This is an optimization exercise on Yosys and OpenROAD, whose aim is small area, not a production implementation.
The RTL of this run was laid out without a check of its function.
Power figures rest on the tool's default switching activity, not on a simulated workload.

`run.sh`:
```
#!/bin/bash
# synth_recipe.tcl (not shown) runs the flow's synth.tcl, then flattens the netlist and writes it again
# the make line also repeats each setting of config.mk as NAME=value (left out here)
make -C /OpenROAD-flow-scripts/flow DESIGN_CONFIG=/design/flow/config.mk WORK_HOME=/design/flow/orfs CLKGATE_MAP_FILE= SYNTH_SCRIPT=/design/flow/synth_recipe.tcl finish
```
`config.mk`:
```
export PLATFORM = sky130hd
export DESIGN_NAME = apb_uart
export DESIGN_NICKNAME = apb_uart
export VERILOG_FILES = /design/flow/design.v
export SDC_FILE = /design/flow/constraint.sdc
export NUM_CORES = 4
export LEC_CHECK = 0
export CAP_MARGIN = 20
export CORE_MARGIN = 2
export CORE_UTILIZATION = 40
export SLEW_MARGIN = 20
```
`constraint.sdc`:
```
create_clock -name core_clock -period 10.0 [get_ports {clk}]
set_input_delay 2.0000 -clock core_clock [delete_from_list [all_inputs] [get_ports {clk}]]
set_output_delay 2.0000 -clock core_clock [all_outputs]
set_load 0.01 [all_outputs]
```
`design.v`:
```
module edge_detector (
   input    wire  clk,
                  data_in,
   output   wire  pulse_out
);
   reg  q;
   always @(posedge clk) begin
      q <= data_in;
   end
   assign pulse_out = data_in & ~q;
endmodule
module dual_port_RAM #(
   parameter WIDTH = 8,
   parameter DEPTH = 4,
   parameter ADDR_W = $clog2(DEPTH)
)(
   input  wire                clk,
   input  wire [WIDTH-1:0]    w_data,
   output reg  [WIDTH-1:0]    r_data,
   input  wire                w_en,
                              r_en,
   input  wire [ADDR_W-1:0]   w_addr,
                              r_addr
);
   reg [WIDTH-1:0] RAM [0:DEPTH-1];
   always @(posedge clk) begin
      if (w_en) begin
         RAM[w_addr] <= w_data;
      end
      else begin
         RAM[w_addr] <= RAM[w_addr];
      end
   end
   always @(posedge clk) begin
      if (r_en) begin
         r_data <= RAM[r_addr];
      end
      else begin
         r_data <= r_data;
      end
   end
endmodule
module syn_fifo #(
   parameter WIDTH = 8,
   parameter DEPTH = 16,
   parameter ADDR_W = $clog2(DEPTH)
)(
   input  wire             clk,
                           rst_n,
   input  wire [WIDTH-1:0] w_data,
   output wire [WIDTH-1:0] r_data,
   input  wire             w_request,
                           r_request,
   output wire             full_status,
                           empty_status
);
   reg   [ADDR_W:0]  w_ptr,
                     r_ptr;
   wire  w_en,
         r_en;
   assign w_en = w_request & ~full_status;
   assign r_en = r_request & ~empty_status;
   dual_port_RAM #(
      .WIDTH(WIDTH),
      .DEPTH(DEPTH)
   ) u_dual_port_RAM (
      .clk           (clk              ),
      .w_data        (w_data           ),
      .r_data        (r_data           ),
      .w_en          (w_en             ),
      .r_en          (r_en             ),
      .w_addr        (w_ptr[ADDR_W-1:0]),
      .r_addr        (r_ptr[ADDR_W-1:0])
   );
   always @(posedge clk, negedge rst_n) begin
      if (!rst_n) begin
         w_ptr <= 0;
      end
      else begin
         if (w_request & !full_status)  begin
            w_ptr <= w_ptr + 1'b1;
         end
         else begin
            w_ptr <= w_ptr;
         end
      end
   end
   always @(posedge clk, negedge rst_n) begin
      if (!rst_n) begin
         r_ptr <= 0;
      end
      else begin
         if (r_request & !empty_status)  begin
            r_ptr <= r_ptr + 1'b1;
         end
         else begin
            r_ptr <= r_ptr;
         end
      end
   end
   assign empty_status  = (w_ptr == r_ptr);
   assign full_status   = (w_ptr[ADDR_W-1:0] == r_ptr[ADDR_W-1:0]) && (w_ptr[ADDR_W] != r_ptr[ADDR_W]);
endmodule
module baud_generator (
   input  wire       clk,
                     rst_n,
                     en,
   input  wire [7:0] DLL,
                     DLH,
   output reg        baud_clk   
);
   wire  [15:0] divisor;
   reg   [15:0] counter;
   wire  [15:0] counter_compare;
   assign divisor = {DLH, DLL};
   assign counter_compare = divisor - 1;
   always @(posedge clk, negedge rst_n) begin
      if(!rst_n) begin
         baud_clk <= 0;
         counter <= 0;
      end
      else begin
         if (en) begin
            if (counter == counter_compare) begin
               baud_clk <= 1;
               counter <= 0;
            end
            else begin
               baud_clk <= 0;
               counter <= counter + 1;
            end
         end
         else begin
            counter <= counter;
         end
      end
   end
endmodule
module parity_gen (
   input  wire [7:0] tx_data,
   input  wire [1:0] WLS,
   input  wire       EPS,
   output wire       parity
);
   reg  xor_all;
   always @(*) begin
      case (WLS)
         2'b00: xor_all = tx_data[0]^tx_data[1]^tx_data[2]^tx_data[3]^tx_data[4];
         2'b01: xor_all = tx_data[0]^tx_data[1]^tx_data[2]^tx_data[3]^tx_data[4]^tx_data[5];
         2'b10: xor_all = tx_data[0]^tx_data[1]^tx_data[2]^tx_data[3]^tx_data[4]^tx_data[5]^tx_data[6];
         2'b11: xor_all = tx_data[0]^tx_data[1]^tx_data[2]^tx_data[3]^tx_data[4]^tx_data[5]^tx_data[6]^tx_data[7];
         default: xor_all = 1'b0; 
      endcase
   end
   assign parity = EPS ? xor_all : ~xor_all; 
endmodule
module PISO_reg (
   input  wire       clk,
                     en,
                     shift_load,
   input  wire [7:0] parallel_in,
   output wire       serial_out      
);
   reg [7:0] shift_reg;
   assign serial_out = shift_reg[0]; 
   always @(posedge clk) begin
      if (en) begin
         if (~shift_load) begin
            shift_reg <= parallel_in;
         end
         else begin
            shift_reg  <= {1'b0,shift_reg[7:1]};
         end
      end
      else begin
         shift_reg  <= shift_reg;
      end
   end
endmodule
module tx_tick_gen (
   input  wire       clk,
                     rst_n,
                     en,
                     OSM_SEL,
   output wire       tx_tick
);
   reg         tx_tick_tmp;
   reg   [3:0] counter;
   wire  [3:0] counter_compare;
   assign counter_compare = OSM_SEL ? (13 - 1) : (16 - 1);
   always @(posedge clk, negedge rst_n) begin
      if(!rst_n) begin
         tx_tick_tmp <= 0;
         counter <= 0;
      end
      else begin
         if (en) begin
            if (counter == counter_compare) begin
               tx_tick_tmp <= 1;
               counter <= 0;
            end
            else begin
               tx_tick_tmp <= 0;
               counter <= counter + 1;
            end
         end
         else begin
            counter <= counter;
         end
      end
   end
   edge_detector u_edge_detector (
      .clk        (clk        ),
      .data_in    (tx_tick_tmp),
      .pulse_out  (tx_tick    )
   );
 endmodule
module Tx_FSM (
   input  wire       clk,
                     rst_n,
                     tx_tick,
                     data_done,
                     PEN, STB,
                     tx_empty_status,
   output reg        syn_clr,
                     shift_load,
                     tx_done,
   output reg  [1:0] tx_control
);
   reg  [2:0] state, next_state;
   localparam IDLE   = 3'b000;
   localparam START  = 3'b001;
   localparam DATA   = 3'b010;
   localparam PARITY = 3'b011;
   localparam STOP1  = 3'b100;
   localparam STOP2  = 3'b101;
   always @(*) begin
      case (state) 
         IDLE:
            begin
               if (!tx_tick) begin
                  next_state = state;
               end
               else begin
                  if (!tx_empty_status) begin
                     next_state = START;
                  end
                  else begin
                     next_state = IDLE;
                  end
               end
            end
         START:
            begin
               if (!tx_tick) begin
                  next_state = state;
               end
               else begin
                  next_state = DATA;
               end
            end
         DATA:
            begin
               if (!tx_tick) begin
                  next_state = state;
               end
               else begin
                  if (!data_done) begin
                     next_state = state;
                  end
                  else begin
                     if (PEN) begin
                        next_state = PARITY;
                     end
                     else begin
                        next_state = STOP1;
                     end
                  end
               end
            end
         PARITY:
            begin
               if (!tx_tick) begin
                  next_state = PARITY;
               end
               else begin
                  next_state = STOP1;
               end
            end
         STOP1:
            begin
               if (!tx_tick) begin
                  next_state = STOP1;
               end
               else begin
                  if (STB) begin
                     next_state = STOP2;
                  end
                  else begin
                     if (tx_empty_status) begin
                        next_state = IDLE;
                     end
                     else begin
                        next_state = START;
                     end
                  end
               end
            end
         STOP2:
            begin
               if (!tx_tick) begin
                  next_state = STOP2;
               end 
               else begin
                  if (tx_empty_status) begin
                     next_state = IDLE;
                  end
                  else begin
                     next_state = START;
                  end
               end
            end
         default: next_state = IDLE;
      endcase
   end
   always @(posedge clk, negedge rst_n) begin
      if (!rst_n) begin
         state <= IDLE;
      end
      else begin
         state <= next_state;
      end
   end
   always @(*) begin
      case (state)
         IDLE:   {tx_done, tx_control, syn_clr, shift_load} = 5'b01100;
         START:  {tx_done, tx_control, syn_clr, shift_load} = 5'b10000;
         DATA:   {tx_done, tx_control, syn_clr, shift_load} = 5'b00111;
         PARITY: {tx_done, tx_control, syn_clr, shift_load} = 5'b01000;
         STOP1:  {tx_done, tx_control, syn_clr, shift_load} = 5'b01100;
         STOP2:  {tx_done, tx_control, syn_clr, shift_load} = 5'b01100;
         default: {tx_done, tx_control, syn_clr, shift_load} = 5'b01100;
      endcase
   end
endmodule
module UART_Tx(
   input  wire       clk,
                     rst_n,
                     tx_empty_status,
                     baud_clk,
                     PEN, EPS, STB, BGE,
                     OSM_SEL,
   input  wire [1:0] WLS,
   input  wire [7:0] tx_data,
   output wire       tx_done,
   output reg        UART_TX_O
);
   reg   [3:0] counter,
               counter_compare;
   wire        tx_tick,
               data_done,
               syn_clr,
               tx_done_tmp,
               shift_load,
               serial_out,
               parity;
   wire  [1:0] tx_control;
   tx_tick_gen u_tx_tick_gen (
      .clk              (clk           ),
      .rst_n            (rst_n         ),
      .en               (baud_clk & BGE),
      .OSM_SEL          (OSM_SEL       ),
      .tx_tick          (tx_tick       )
   );
   Tx_FSM u_Tx_FSM (
      .clk              (clk              ),
      .rst_n            (rst_n            ),
      .tx_tick          (tx_tick          ),
      .data_done        (data_done        ),
      .PEN              (PEN              ),
      .STB              (STB              ),
      .tx_empty_status  (tx_empty_status  ),
      .syn_clr          (syn_clr          ),
      .shift_load       (shift_load       ),
      .tx_done          (tx_done_tmp      ),
      .tx_control       (tx_control       )
   );
   edge_detector u_edge_detector (
      .clk        (clk        ),
      .data_in    (tx_done_tmp),
      .pulse_out  (tx_done    )
   );
   always @(posedge clk, negedge rst_n) begin
      if (!rst_n) begin
         counter <= 0;
      end
      else begin
         if (~syn_clr) begin
            counter <= 0;
         end
         else begin
            if (tx_tick) begin
               counter <= counter + 1;
            end
            else begin
               counter <= counter;
            end
         end
      end
   end
   always @(*) begin
      case (WLS)
         2'b00: counter_compare = 5 - 1;    
         2'b01: counter_compare = 6 - 1;     
         2'b10: counter_compare = 7 - 1;    
         2'b11: counter_compare = 8 - 1; 
         default: counter_compare = 5 - 1;
      endcase
   end
   assign data_done = (counter == counter_compare);
   PISO_reg u_PISO_reg (
      .clk        (clk        ),
      .en         (tx_tick    ),
      .shift_load (shift_load ),
      .parallel_in(tx_data    ),
      .serial_out (serial_out )
   );
   parity_gen u_parity_gen (
      .tx_data (tx_data ),
      .WLS     (WLS     ),
      .EPS     (EPS     ),
      .parity  (parity  )
   );
   always @(*) begin
      case (tx_control)
         2'b00: UART_TX_O = 1'b0;
         2'b01: UART_TX_O = serial_out;
         2'b10: UART_TX_O = parity;
         2'b11: UART_TX_O = 1'b1;
      endcase
   end
endmodule
module SIPO_reg (
   input  wire       clk,
                     en,
   input  wire       serial_in,
   output reg  [7:0] parallel_out     
);
   always @(posedge clk) begin
      if (en) begin
         parallel_out <= {serial_in, parallel_out[7:1]}; 
      end
      else begin
         parallel_out  <= parallel_out;
      end
   end
endmodule
module parity_store (
   input  wire    clk,
                  en,
                  data_in,
   output reg     parity
);
   always @(posedge clk) begin
      if (en) begin
         parity <= data_in;
      end
      else begin
         parity <= parity;
      end
   end
endmodule
module concat (
   input  wire [7:0] data_in,
   input  wire [1:0] WLS,
   output reg  [7:0] data_out
);
   always @(*) begin
      case (WLS)
         2'b00: data_out = {3'b000, data_in[7:3]};
         2'b01: data_out = {2'b00, data_in[7:2]};
         2'b10: data_out = {1'b0, data_in[7:1]};
         2'b11: data_out = data_in[7:0];
         default: data_out = 8'b0000_0000;
      endcase
   end
endmodule
module rx_tick_gen (
   input  wire    clk,
                  rst_n,
                  en,
                  OSM_SEL,
                  syn_clr,
   output wire    rx_tick
);
   reg         rx_tick_tmp;
   reg   [3:0] counter;
   wire  [3:0] counter_compare;
   wire  [3:0] counter_max;
   assign counter_compare = OSM_SEL ? (7 - 1) : (8 - 1);
   assign counter_max     = OSM_SEL ? (13 - 1) : (16 - 1);
   always @(posedge clk, negedge rst_n) begin
      if (!rst_n) begin
         rx_tick_tmp <= 0;
         counter <= 0;
      end
      else begin
         if (syn_clr) begin
            rx_tick_tmp <= 0;
            counter <= 0;
         end
         else begin
            if (en) begin
               if (counter == counter_compare) begin
                  rx_tick_tmp <= 1;
                  counter <= counter + 1;
               end
               else begin
                  if (counter == counter_max) begin
                     rx_tick_tmp <= 0;
                     counter <= 0;
                  end
                  else begin
                     rx_tick_tmp <= 0;
                     counter <= counter + 1;
                  end
               end
            end
            else begin
               counter <= counter;
            end            
         end
      end
   end
   edge_detector u_edge_detector (
      .clk        (clk        ),
      .data_in    (rx_tick_tmp),
      .pulse_out  (rx_tick    )
   );   
endmodule
module Rx_FSM (
   input  wire       clk,
                     rst_n,
                     rx_tick,
                     data_done,
                     PEN, STB,
                     UART_RX_I,
   output reg        syn_clr,
                     tick_clr,
                     par_en,
                     SIPO_en,
                     rx_done
);
   reg  [2:0] state, next_state;
   localparam GET_IDLE     = 3'b000;
   localparam GET_START    = 3'b001;
   localparam GET_DATA     = 3'b010;
   localparam GET_PARITY   = 3'b011;
   localparam GET_STOP1    = 3'b100;
   localparam GET_STOP2    = 3'b101;
   always @(*) begin
      case (state)
         GET_IDLE:   next_state = UART_RX_I ? GET_IDLE : GET_START;
         GET_START:
            begin
               if (!rx_tick) begin
                  next_state = state;
               end
               else begin
                  next_state = GET_DATA;
               end
            end
         GET_DATA:
            begin
               if (!rx_tick || !data_done) begin
                  next_state = state;
               end
               else begin
                  if (PEN) begin
                     next_state = GET_PARITY;
                  end
                  else begin
                     if (STB) begin
                        next_state = GET_STOP1;
                     end
                     else begin
                        next_state = GET_STOP2;
                     end
                  end
               end
            end
         GET_PARITY:
            begin
               if (!rx_tick) begin
                  next_state = state;
               end
               else begin
                  if (STB) begin
                     next_state = GET_STOP1;
                  end
                  else begin
                     next_state = GET_STOP2;
                  end
               end
            end
         GET_STOP1:
            begin
               if (!rx_tick) begin
                  next_state = state;
               end
               else begin
                  next_state = GET_STOP2;
               end
            end
         GET_STOP2:
            begin
               if (!rx_tick) begin
                  next_state = state;
               end
               else begin
                  if (UART_RX_I) begin
                     next_state =  GET_IDLE;
                  end
                  else begin
                     next_state = GET_START;
                  end
               end
            end
         default: next_state = GET_IDLE;
      endcase
   end
   always @(posedge clk, negedge rst_n) begin
      if (!rst_n) begin
         state <= GET_IDLE;
      end
      else begin
         state <= next_state;
      end
   end
   always @(*) begin
      case (state)
         GET_IDLE:   {rx_done, syn_clr, SIPO_en, par_en, tick_clr} = 5'b00001;
         GET_START:  {rx_done, syn_clr, SIPO_en, par_en, tick_clr} = 5'b00000;
         GET_DATA:   {rx_done, syn_clr, SIPO_en, par_en, tick_clr} = 5'b01100;
         GET_PARITY: {rx_done, syn_clr, SIPO_en, par_en, tick_clr} = 5'b00010;
         GET_STOP1:  {rx_done, syn_clr, SIPO_en, par_en, tick_clr} = 5'b00000;
         GET_STOP2:  {rx_done, syn_clr, SIPO_en, par_en, tick_clr} = 5'b10000;
         default:    {rx_done, syn_clr, SIPO_en, par_en, tick_clr} = 5'b00001;
      endcase
   end
endmodule
module UART_Rx (
   input  wire       clk,
                     baud_clk,
                     rst_n,
                     UART_RX_I,
                     PEN, STB, BGE,
                     OSM_SEL,
   input  wire [1:0] WLS,
   output wire       rx_done,
   output wire [7:0] rx_data
);
   reg   [3:0] counter,
               counter_compare;
   wire        syn_clr,
               rx_tick,
               rx_done_tmp,
               tick_clr,
               par_en,
               SIPO_en;
   wire  [7:0] rx_data_tmp;
   rx_tick_gen u_rx_tick_gen (
      .clk     (clk           ),
      .rst_n   (rst_n         ),
      .en      (baud_clk & BGE),
      .OSM_SEL (OSM_SEL       ),
      .syn_clr (tick_clr      ),
      .rx_tick (rx_tick       )
   );               
   Rx_FSM u_Rx_FSM (
      .clk        (clk        ),
      .rst_n      (rst_n      ),
      .rx_tick    (rx_tick    ),
      .data_done  (data_done  ),   
      .PEN        (PEN        ),
      .STB        (STB        ),
      .UART_RX_I  (UART_RX_I  ),
      .syn_clr    (syn_clr    ),
      .tick_clr   (tick_clr   ),
      .par_en     (par_en     ),
      .SIPO_en    (SIPO_en    ),
      .rx_done    (rx_done_tmp)   
   );
   edge_detector u_edge_detector (
      .clk        (clk        ),
      .data_in    (rx_done_tmp),
      .pulse_out  (rx_done    )
   );
   always @(posedge clk, negedge rst_n) begin
      if (!rst_n) begin
         counter <= 0;
      end
      else begin
         if (~syn_clr) begin
            counter <= 0;
         end 
         else begin
            if (rx_tick) begin
               counter <= counter + 1;
            end
            else begin
               counter <= counter;
            end            
         end
      end
   end
   always @(*) begin
      case (WLS)
         2'b00: counter_compare = 5 - 1;    
         2'b01: counter_compare = 6 - 1;     
         2'b10: counter_compare = 7 - 1;    
         2'b11: counter_compare = 8 - 1; 
         default: counter_compare = 5 - 1;
      endcase
   end
   assign data_done = (counter == counter_compare);
   SIPO_reg u_SIPO_reg (
      .clk           (clk              ),
      .en            (rx_tick & SIPO_en),
      .serial_in     (UART_RX_I        ),
      .parallel_out  (rx_data_tmp      )
   );
   parity_store u_parity_store (
      .clk     (clk              ),
      .en      (rx_tick & par_en ),
      .data_in (UART_RX_I        ),
      .parity  (                 )
   );
   concat u_concat (
      .data_in    (rx_data_tmp),
      .WLS        (WLS        ),
      .data_out   (rx_data    )
   );
endmodule
module UART_IP (
   input wire           clk,
                        rst_n,
                        en_tx_fifo_empty,
                        en_tx_fifo_full,
                        en_rx_fifo_empty,
                        en_rx_fifo_full,
                        tx_flag,
                        rx_flag,
                        PEN, EPS, STB, BGE, OSM_SEL,
   input  wire [1:0]    WLS,  
   input  wire [7:0]    TBR_i,
                        DLH, DLL,
   input  wire          UART_RX_I,
   output wire          UART_TX_O,
   output wire [7:0]    RBR_o,
   output wire          tx_fifo_empty,
                        tx_fifo_full,
                        rx_fifo_empty,
                        rx_fifo_full,
   output wire [7:0]    FSR_o
);
   wire        tx_empty_status,
               tx_full_status,
               rx_empty_status,
               rx_full_status,
               tx_done,
               rx_done,
               baud_clk;
   wire  [7:0] tx_data,
               rx_data;
   assign FSR_o = {4'b0000, rx_empty_status, rx_full_status, tx_empty_status, tx_full_status};
   assign tx_fifo_empty = en_tx_fifo_empty & tx_empty_status;
   assign tx_fifo_full  = en_tx_fifo_full  & tx_full_status;
   assign rx_fifo_empty = en_rx_fifo_empty & rx_empty_status;
   assign rx_fifo_full  = en_rx_fifo_full  & rx_full_status;
   baud_generator u_baud_generator (
      .clk        (clk     ),
      .rst_n      (rst_n   ),
      .en         (BGE     ),
      .DLH        (DLH     ),
      .DLL        (DLL     ),
      .baud_clk   (baud_clk)
   );
   syn_fifo #(
      .WIDTH         (8 ),
      .DEPTH         (16)
   ) u_Tx_FIFO (
      .clk           (clk              ),
      .rst_n         (rst_n            ),
      .w_data        (TBR_i            ),
      .r_data        (tx_data          ),
      .w_request     (tx_flag          ),
      .r_request     (tx_done          ),
      .full_status   (tx_full_status   ),
      .empty_status  (tx_empty_status  )
   );
   syn_fifo #(
      .WIDTH         (8 ),
      .DEPTH         (16)
   ) u_Rx_FIFO (
      .clk           (clk              ),
      .rst_n         (rst_n            ),
      .w_data        (rx_data          ),
      .r_data        (RBR_o            ),
      .w_request     (rx_done          ),
      .r_request     (rx_flag          ),
      .full_status   (rx_full_status   ),
      .empty_status  (rx_empty_status  )
   );
   UART_Tx u_UART_Tx (
      .clk              (clk              ),
      .rst_n            (rst_n            ),
      .tx_empty_status  (tx_empty_status  ),
      .baud_clk         (baud_clk         ),
      .PEN              (PEN              ),
      .EPS              (EPS              ),
      .STB              (STB              ),
      .BGE              (BGE              ),
      .OSM_SEL          (OSM_SEL          ),
      .WLS              (WLS              ),
      .tx_data          (tx_data          ),
      .tx_done          (tx_done          ),
      .UART_TX_O        (UART_TX_O        )
   );
   UART_Rx u_UART_Rx (
      .clk              (clk        ),
      .rst_n            (rst_n      ),
      .baud_clk         (baud_clk   ),
      .UART_RX_I        (UART_RX_I  ),
      .PEN              (PEN        ),
      .STB              (STB        ),
      .BGE              (BGE        ),
      .OSM_SEL          (OSM_SEL    ),
      .WLS              (WLS        ),
      .rx_done          (rx_done    ),
      .rx_data          (rx_data    )
   );
endmodule
module reg_bank (
   input  wire          clk,
                        rst_n,
                        w_e,
                        r_e,
   input  wire [7:0]    w_addr,
                        r_addr,
                        w_data,
   output reg  [7:0]    r_data,
   input  wire [7:0]    FSR,
                        RBR,
   output wire [7:0]    MDR,
                        DLL,
                        DLH,
                        LCR,
                        IER,
                        TBR,
   output reg           tx_flag,
   output wire          rx_flag
);
   reg [7:0] FSR_d;
   reg [7:0] MEM [0:7];
   assign MDR = MEM[0];
   assign DLL = MEM[1];
   assign DLH = MEM[2];
   assign LCR = MEM[3];
   assign IER = MEM[4];
   assign TBR = MEM[6];     
   always @(posedge clk, negedge rst_n) begin
      if (!rst_n) begin
         MEM[0] <= 0;
         MEM[1] <= 0;
         MEM[2] <= 0;
         MEM[3] <= 0;
         MEM[4] <= 0;
         MEM[6] <= 0;
      end
      else begin
         if (w_e) begin
            case (w_addr)
               0: MEM[0] <= {7'b0, w_data[0]};
               1: MEM[1] <= w_data;
               2: MEM[2] <= w_data;
               3: MEM[3] <= {2'b0, w_data[5:0]};
               4: MEM[4] <= {4'b0, w_data[3:0]};
               6: MEM[6] <= w_data;
            endcase
         end
      end
   end
   always @(posedge clk or negedge rst_n) begin
      if (!rst_n)
         FSR_d <= 8'b0;
      else
         FSR_d <= FSR;  
   end
   always @(*) begin
      MEM[7] = RBR;
   end
   always @(*) begin
      MEM[5] = FSR_d;
   end
   always @(*) begin
      case (r_addr)
         0: r_data = MEM[0];
         1: r_data = MEM[1];
         2: r_data = MEM[2];
         3: r_data = MEM[3];
         4: r_data = MEM[4];
         5: r_data = MEM[5];
         6: r_data = MEM[6];
         7: r_data = MEM[7];
         default: r_data = MEM[7];
      endcase
   end
   assign rx_flag = (r_addr == 7) ? 1'b1 : 1'b0;
   always @(posedge clk, negedge rst_n) begin
      if (!rst_n) begin
         tx_flag <= 0;
      end
      else begin
         if (w_e && (w_addr == 6)) begin
            tx_flag <= 1;
         end
         else begin
            tx_flag <= 0;
         end
      end
   end
endmodule
module apb_slave (
   input  wire          clk,
                        rst_n,
   input  wire          PENABLE,
                        PSEL,
                        PWRITE,
   input  wire [31:0]   PWDATA,
                        PADDR,
   output reg           PREADY,
   output wire          PSLVERR,
   output wire [31:0]   PRDATA,
   input  wire [7:0]    FSR,
                        RBR,
   output wire [7:0]    MDR,
                        DLL,
                        DLH,
                        LCR,
                        IER,
                        TBR,
   output wire          tx_flag,
   output wire          rx_flag   
);
   wire        w_en, r_en;
   wire  [7:0] r_data;
   wire        access_phase;
   reg         addr_vld;
   reg   [7:0] addr;
   assign access_phase = PENABLE & PSEL;
   reg delayed_access_phase_1;
   reg delayed_access_phase_2;
   always @(posedge clk or negedge rst_n) begin
       if (!rst_n) begin
           delayed_access_phase_1 <= 1'b0;
           delayed_access_phase_2 <= 1'b0;
           PREADY <= 1'b0;
       end else begin
           delayed_access_phase_1 <= access_phase; 
           delayed_access_phase_2 <= delayed_access_phase_1; 
           PREADY <= delayed_access_phase_2;
       end
   end
   always @(*) begin
      addr = PADDR[7:0];
      if (PADDR <= 8'h07) begin
         addr_vld = 1;
      end
      else begin
         addr_vld = 0;
      end
   end
   assign PSLVERR = PREADY && access_phase && (~addr_vld);
   assign r_en = PREADY && access_phase && addr_vld && (~PWRITE);
   assign w_en = PREADY && access_phase && addr_vld && PWRITE;
   reg_bank u_reg_bank (
      .clk     (clk     ),
      .rst_n   (rst_n   ),
      .w_e     (w_en    ),
      .r_e     (r_en    ),
      .w_addr  (addr    ),
      .r_addr  (addr    ),
      .w_data  (PWDATA[7:0]),
      .r_data  (r_data  ),
      .FSR     (FSR     ),
      .RBR     (RBR     ),
      .MDR     (MDR     ),
      .DLL     (DLL     ),
      .DLH     (DLH     ),
      .LCR     (LCR     ),
      .IER     (IER     ),
      .TBR     (TBR     ),
      .tx_flag (tx_flag ),
      .rx_flag (rx_flag )
   );
   assign PRDATA = r_en ? {24'b0, r_data} : {24'b0, r_data};
endmodule
module apb_uart (
   input  wire          clk,
                        rst_n,
   input  wire          UART_RX_I,
   output wire          UART_TX_O,
                        tx_fifo_empty,
                        tx_fifo_full,
                        rx_fifo_empty,
                        rx_fifo_full,
   input  wire          PENABLE,
                        PSEL,
                        PWRITE,
   input  wire [31:0]   PWDATA,
                        PADDR,
   output wire          PREADY,
   output wire          PSLVERR,
   output wire [31:0]   PRDATA
);
   wire [7:0]  MDR,
               DLL,
               DLH,
               LCR,
               IER,
               TBR,
               RBR,
               FSR;
   wire        tx_flag, tx_flag_tmp,
               rx_flag, rx_flag_tmp;
   apb_slave u_apb_slave (
      .clk     (clk     ),
      .rst_n   (rst_n   ),
      .PENABLE (PENABLE ),
      .PSEL    (PSEL    ),
      .PWRITE  (PWRITE  ),
      .PWDATA  (PWDATA  ),
      .PADDR   (PADDR   ),
      .PREADY  (PREADY  ),
      .PSLVERR (PSLVERR ),
      .PRDATA  (PRDATA  ),
      .FSR     (FSR     ),
      .RBR     (RBR     ),
      .MDR     (MDR     ),
      .DLL     (DLL     ),
      .DLH     (DLH     ),
      .LCR     (LCR     ),
      .IER     (IER     ),
      .TBR     (TBR     ),
      .tx_flag (tx_flag_tmp ),
      .rx_flag (rx_flag_tmp )
   );
   edge_detector u_tx_pulse (
      .clk(clk),
      .data_in(tx_flag_tmp),
      .pulse_out(tx_flag)
   );
   edge_detector u_rx_pulse (
      .clk(clk),
      .data_in(rx_flag_tmp),
      .pulse_out(rx_flag)
   );
   UART_IP u_UART_IP (
      .clk              (clk           ),
      .rst_n            (rst_n         ),
      .en_tx_fifo_empty (IER[1]        ),
      .en_tx_fifo_full  (IER[0]        ),
      .en_rx_fifo_empty (IER[3]        ),
      .en_rx_fifo_full  (IER[2]        ),
      .tx_flag          (tx_flag       ),
      .rx_flag          (rx_flag       ),
      .PEN              (LCR[3]        ),
      .EPS              (LCR[4]        ),
      .STB              (LCR[2]        ),
      .BGE              (LCR[5]        ),
      .OSM_SEL          (MDR[0]        ),
      .WLS              (LCR[1:0]      ),
      .TBR_i            (TBR           ),
      .DLL              (DLL           ),
      .DLH              (DLH           ),
      .UART_RX_I        (UART_RX_I     ),
      .UART_TX_O        (UART_TX_O     ),
      .RBR_o            (RBR           ),
      .tx_fifo_empty    (tx_fifo_empty ),
      .tx_fifo_full     (tx_fifo_full  ),
      .rx_fifo_empty    (rx_fifo_empty ),
      .rx_fifo_full     (rx_fifo_full  ),
      .FSR_o            (FSR           )
   );
endmodule
```
==> flow_summary.ini <==
[status]
status = finished clean

[clock_network]
clockBufferDepth = 3
cts.clk_slew.worst_paths_ps = 60
cts_setup_buffers = 0
h-tree-depth = 2
clkSinkCount = 398
cts_resized = 0
cts_tree = done
insertion_delay_ps = 560
cts_buffers = 43
cts-root-buf = clkbuf_16
postCtsHoldBufs = 0

[power_and_ir_drop]
total_leakage_power_uw = 0.00649
finalPower_uw = 3340
power_density_mw_per_mm2 = 169
vdd_drop_max_mv = 0.121

[worst_setup_path]
critPathKind = input pin to output port
reg2reg_depth = 7
path_max_fanout = 7
path_cells = clkdlybuf4s50_1, nor3_1, and2_0, nand2_1, nor3_1, a21oi_1, a21oi_1, a21o_1, clkdlybuf4s50_1
start_kind = input pin
endpoint_kind = output port
worstReg2RegStart = u_UART_IP.u_Tx_FIFO.r_ptr[0]$_DFFE_PN0P_
critPathMaxStageDelay_ps = 670
worstPathRequired_ps = 8000
worstReg2RegEnd = u_UART_IP.u_Tx_FIFO.u_dual_port_RAM.RAM[15][2]$_DFFE_PP_
ff2ff_setup_slack_ps = 6210
slowest_stage = nor3_1
critical_path_arrival_ps = 5370

[layout]
fin_area_mm2 = 0.0198
n_antenna_cell = 0
finalNetCount = 1273
final_util_pct = 46.2
drive_above_1_share_pct = 17.4
reg_top3 = u_UART_IP.u_Rx_FIFO.u_dual_port_RAM.RAM: 128 flops, u_UART_IP.u_Tx_FIFO.u_dual_port_RAM.RAM: 128 flops, u_apb_slave.u_reg_bank.MEM: 35 flops
area_delta_synth_final_pct = 14.4

[flow_run]
maxCapViolCount = 0

[logic_synthesis]
yosys-top-cells-area = edfxtp_1 (50%), dfrtp_1 (15%), mux4_2 (11%)
ys_seq_area_share_pct = 65.7
ys_warn_count = 19
ys_types = 72
avgSynthCellArea_um2 = 15.4
synth_top_area_share_pct = 50.0
synth-seq-cells = 398
syn_inst = 1122
synth_edf_count = 288
synth_area_mm2 = 0.0173
synth_top_area_cell = edfxtp_1
ys.flop_type = edfxtp_1
ys_async_sr_fraction_pct = 26.1

[route]
firstDrtPassIters = 5
postRouteAntennaNets = 0
drcViolationCount = 0
viasPerCell = 5.28
dr_total_vias = 9506
avgRoutedWirePerCell_um = 20.2
drt-total-wl_um = 36300
drtIter0Drc = 766

[floorplanning]
rows = 76
initial_core_util_pct = 40.3
design.die.area_mm2 = 0.0449
fp.coreArea_mm2 = 0.0429
die_w_um = 212
ios = 109
die_h_um = 212

[hold_path]
hold_start = u_apb_slave.delayed_access_phase_2$_DFF_PN0_
min_path_type = flop to flop
whs_endpoint = u_apb_slave.PREADY$_DFF_PN0_
whs_path_depth = 0

[grt]
grt_usage_pct = 16.5
antenna_found_initial = 1
grt_max_degree = 56
grt_pass1_vias = 9429
overflow = 0
grt_pass1_wl_um = 55900

[timing]
maxSlewViolCount = 0
slew-limit-headroom_pct = 34.0
setup_violations = 0
fmax_ghz = 0.136
skew_ps = 26.0
setup_slack_ps = 2630
tns_ps = 0
worstMarginPinSlew_ps = 982
finalCritPeriodShare_pct = 73.7
finalHoldViolations = 0
finalCriticalPeriod_ps = 7370
rsz0062_at_grt = no

[place]
dpl.hpwl_um = 24600
post-place-ws_ps = 2720
gp_congestion = 0.819
placedInstanceArea_mm2 = 0.0184
place.port_buffers = 60
==> how the worst max path moves through the flow <==
stage,from,end,slack (ps),cells past startpoint
floorplan,PADDR[3],PRDATA[0],4610,7
global placement,PADDR[3],PRDATA[0],2730,8
detailed placement,PADDR[3],PRDATA[0],2720,9
CTS,PADDR[3],PRDATA[0],2710,9
global route,PADDR[3],PRDATA[0],2470,9
finish,PADDR[3],PRDATA[0],2630,9
==> Yosys cell counts, types with 8 or more instances <==
library cell / number
a21oi_1: 18
a22oi_1: 8
and2_1: 26
and3_1: 11
buf_1: 12
buf_4: 24
clkbuf_1: 33
dfrtp_1: 104
edfxtp_1: 288
ha_1: 16
inv_1: 22
mux2_2: 41
mux2i_1: 11
mux4_2: 81
nand2_1: 92
nand2b_1: 8
nand3_1: 20
nand4_1: 18
nor2_1: 55
nor2b_1: 11
nor3_1: 23
nor4_1: 11
o21ai_0: 32
xnor2_1: 49
xor2_1: 23
==> stage by stage <==
stage / hold slack [ps] / instances
floorplan: 331 / 1145
global placement: 333 / 1727
detailed placement: 339 / 1727
CTS: 342 / 1801
global route: 342 / 1801
finish: 339 / 1801
==> power by group <==
part / internal [uW] / total (uW) / switching (uW)
combinational: 27.2 / 63.4 / 36.2
sequential: 1760 / 1760 / 3.45
clock: 877 / 1520 / 642
==> worst max-delay path: cells and delay by family <==
| family | cells | cell delay, ps |
|---|---|---|
| compound gates | 3 | 520 |
| buf+inv | 2 | 980 |
| simple gates | 4 | 1860 |
==> final cells by class <==
class / instances / area [um^2]
Multi-Input combinational cell: 651 / 5590
Inverter: 22 / 82.6
Fill cell: 3700 / 23100
Clock buffer: 61 / 1220
Clock inverter: 13 / 123
Tap cell: 585 / 732
Sequential cell: 398 / 11400
Timing Repair Buffer: 71 / 681
==> routing by layer <==
layer / part of all wire (%) / GRT usage, % / up-vias
met2: 48 / 26.3 / 233
li1: - / - / 4367
met5: 0.033 / 0 / -
met4: 2.2 / 4.78 / 2
met1: 45 / 23.2 / 4844
met3: 5.2 / 3.03 / 60
==> logic make-up (layout without fill, tap and decap cells) <==
group           after synthesis  count (layout)  synth area share (%)
flops                       398             398                  65.7
buf+inv                      96             167                  2.68
other cells                   1              24                0.0217
simple gates                300             300                  8.75
xor+xnor                     73              73                  3.77
fa+ha+maj                    17              17                  1.21
compound gates              104             104                  4.01
mux                         133             133                  13.8
==> placed cells by master (no fill, tap or decap), types with 5 or more instances in the layout <==
master           synthesis  layout
nor2b_1                 11      10
a21oi_1                 18      17
conb_1                   1      24
o21ai_0                 32      32
xnor2_1                 49      49
mux2_2                  41      41
nor3_1                  23      23
xor2_1                  23      23
clkbuf_16                0      44
a22oi_1                  8       8
clkinv_2                 0       6
nand4_1                 18      18
and3_1                  11      11
o22ai_1                  5       5
mux4_2                  81      81
nand2b_1                 8       8
mux2i_1                 11       8
dfrtp_1                104     102
nor4_1                  11      10
clkdlybuf4s50_1          0      59
inv_1                   22      22
buf_4                   24      12
nand2_1                 92      92
and2_1                  26      26
nor2_1                  55      55
edfxtp_1               288     288
clkbuf_1                33      11
ha_1                    16      16
dfxtp_1                  6       6
clkbuf_8                 0       5
nand3_1                 20      20

==> what the ideal ports hide <==
How much do the figures lean on ideal ports? The routed layout below was timed once more, with nothing changed but the port constraints. Step 1 (the two cells are an assumption about what drives the block):
set clk [get_ports {clk}]
set_driving_cell -lib_cell sky130_fd_sc_hd__clkbuf_16 $clk
set_driving_cell -lib_cell sky130_fd_sc_hd__buf_2 [delete_from_list [all_inputs] $clk]
Step 2 times the ports against the registers' clock, not the clock port: input delays grow and output delays shrink by t, the midpoint of the rising clock arrivals with the driver on. a / b / c = ideal / step 1 / step 2; a / b = the first two.
t, ns: 0.603
setup slack, ns: 2.633 / 2.611 / 2.611
hold WS [ns]: 0.339 / 0.339 / 0.339
worst setup path after step 2: input to output
After both steps setup and hold are still met in this run. The setup slack of this run moves by -0.022 ns with the drivers and by -0.022 ns with both steps.
